What follows belongs to an exercise in optimizing a design on an open flow for small area and few clock cycles per item; a production flow would make more cautious choices.
Only simulation tests tie the RTL to the original design; equivalence was not proved.

==> flow/design.v (excerpt) <==
module convolver #(
	parameter n = 8'h0a,	 
	parameter k = 8'h03,  
	parameter s = 1,  
	parameter BL = 16,  
	parameter Q = 12  
	)(
	input logic clk,
	input logic rst,
	input logic ce,
	input logic [BL-1:0] activation,
	input logic [(k*k)*BL-1:0] weight1,
	output logic [31:0] conv_op,
	output logic valid_conv,
	output logic end_conv
	);
	localparam LB = 2*n + 2;  
	logic [BL-1:0] sh_r [0:LB-1];
	always_ff @(posedge clk) begin
		if (ce) sh_r[0] <= activation;
	end
	generate
		genvar m;
		for (m = 1; m < LB; m = m + 1) begin : stage
			always_ff @(posedge clk) begin
				if (ce) sh_r[m] <= sh_r[m-1];
			end
		end
	endgenerate
	logic [k*k*BL-1:0] win;
	assign win = {activation, sh_r[0], sh_r[1],
	              sh_r[n-1], sh_r[n], sh_r[n+1],
	              sh_r[2*n-1], sh_r[2*n], sh_r[2*n+1]};
	logic [31:0] sum0, sum1;
	mac #(.N(BL)) MAC (.a_i(win), .w_i(weight1), .r0_o(sum0), .r1_o(sum1));
	logic [3:0] col, row;
	logic done;
	always_ff @(posedge clk or posedge rst) begin
		if (rst) begin
			col <= 4'd0;
			row <= 4'd0;
			valid_conv <= 1'b0;
			done <= 1'b0;
		end else if (ce) begin
			if (row == n) begin
				done <= 1'b1;
				valid_conv <= 1'b0;
			end else begin
				valid_conv <= (row >= k-1) && (col >= k-1);
				if (col == n-1) begin
					col <= 4'd0;
					row <= row + 4'd1;
				end else begin
					col <= col + 4'd1;
				end
			end
		end
	end
	logic [31:0] cs0, cs1;
  ...
Size in the first run: roughly 430 flip-flops, about 71000 um^2 of cells after synthesis.
==> flow/config.mk <==
export PLATFORM = sky130hd
export DESIGN_NAME = convolver
export DESIGN_NICKNAME = convolver
export VERILOG_FILES = /design/flow/design.v
export SDC_FILE = /design/flow/constraint.sdc
export NUM_CORES = 4
export LEC_CHECK = 0
export CAP_MARGIN = 20
export CORE_MARGIN = 2
export CORE_UTILIZATION = 45
export GPL_TIMING_DRIVEN = 0
export SETUP_SLACK_MARGIN = 0.1
export SLEW_MARGIN = 20
export SYNTH_HIERARCHICAL = 1
==> flow/constraint.sdc <==
create_clock -name core_clock -period 8.0 [get_ports {clk}]
set_input_delay 1.6000 -clock core_clock [delete_from_list [all_inputs] [get_ports {clk}]]
set_output_delay 1.6000 -clock core_clock [all_outputs]
set_load 0.01 [all_outputs]
run.sh (not shown) runs the stock make flow with config.mk's settings and CLKGATE_MAP_FILE= SYNTH_SCRIPT=/design/flow/synth_recipe.tcl, a recipe that flattens the netlist after the stock synthesis.
The starting point passed the timing, DRC and antenna checks.
Testbench counts at the start, summed over its fixed seeds: cycles 6,592, images 64.
Edit:
Settings changed: CAP_MARGIN 20 to 0, CORE_UTILIZATION 45 to 60, GPL_TIMING_DRIVEN 0 to not set, SETUP_SLACK_MARGIN 0.1 to not set, SLEW_MARGIN 20 to 0.
Effect: Now the flow never finished: it broke off in global routing; synthesized area does not change; synthesized cell count stays the same.

---

oak:
Starting RTL as in the previous note.
==> flow/config.mk <==
export PLATFORM = sky130hd
export DESIGN_NAME = convolver
export DESIGN_NICKNAME = convolver
export VERILOG_FILES = /design/flow/design.v
export SDC_FILE = /design/flow/constraint.sdc
export NUM_CORES = 4
export LEC_CHECK = 0
export CAP_MARGIN = 20
export CORE_MARGIN = 2
export CORE_UTILIZATION = 40
export GPL_TIMING_DRIVEN = 0
export SETUP_SLACK_MARGIN = 0.2
export SLEW_MARGIN = 20
export SYNTH_HIERARCHICAL = 1
==> flow/constraint.sdc <==
create_clock -name core_clock -period 8.0 [get_ports {clk}]
set_input_delay 1.6000 -clock core_clock [delete_from_list [all_inputs] [get_ports {clk}]]
set_output_delay 1.6000 -clock core_clock [all_outputs]
set_load 0.01 [all_outputs]
oak: all stages complete, timing, DRC and antenna checks passed
Testbench counts of oak, summed over its fixed seeds: cycles 6,592, images 64.
Modified inputs, pine compared to oak
- removing GPL_TIMING_DRIVEN (formerly 0)
- removing SETUP_SLACK_MARGIN (formerly 0.2)
The run showing the smaller worst setup skew after layout is pine.
Detailed-route wire length on pine is ahead of oak.
| number of antenna violations at the first check in global routing | higher: oak |
When pine is set beside oak, its least setup slack across all paths after layout turns out to be 0.087 ns smaller.
Sequential share of layout area delta for pine relative to oak: 0.89 points lower

[static timing again, ports no longer ideal]
In the flow no input, the clock included, has a driving cell. The finished layouts below were timed again as built, in two steps.
Step 1: set_driving_cell puts a clkbuf_16 on clk and a buf_2 on each other input, an assumption about the parent block.
Step 2 times the ports against the registers' clock, not the clock port: input delays grow and output delays shrink by t, the midpoint of the rising clock arrivals with the driver on.
a / b / c = ideal / step 1 / step 2; a / b = the first two.
run	t, ns	slack for setup (ns)	latest minus earliest clock arrival (ns)	pins driven straight from the clock port
the first run of note 1	0.776	0.141 / 0.176 / -0.594	0.099 / 0.099	1
oak	0.790	0.218 / 0.225 / -0.565	0.118 / 0.118	1
pine	0.758	0.131 / 0.182 / -0.576	0.044 / 0.044	1
With both steps, setup timing fails in every run listed, where it was met with ideal ports. For oak, which loses most, drivers alone change the setup slack by +0.007 ns; drivers and shift together by -0.783 ns.
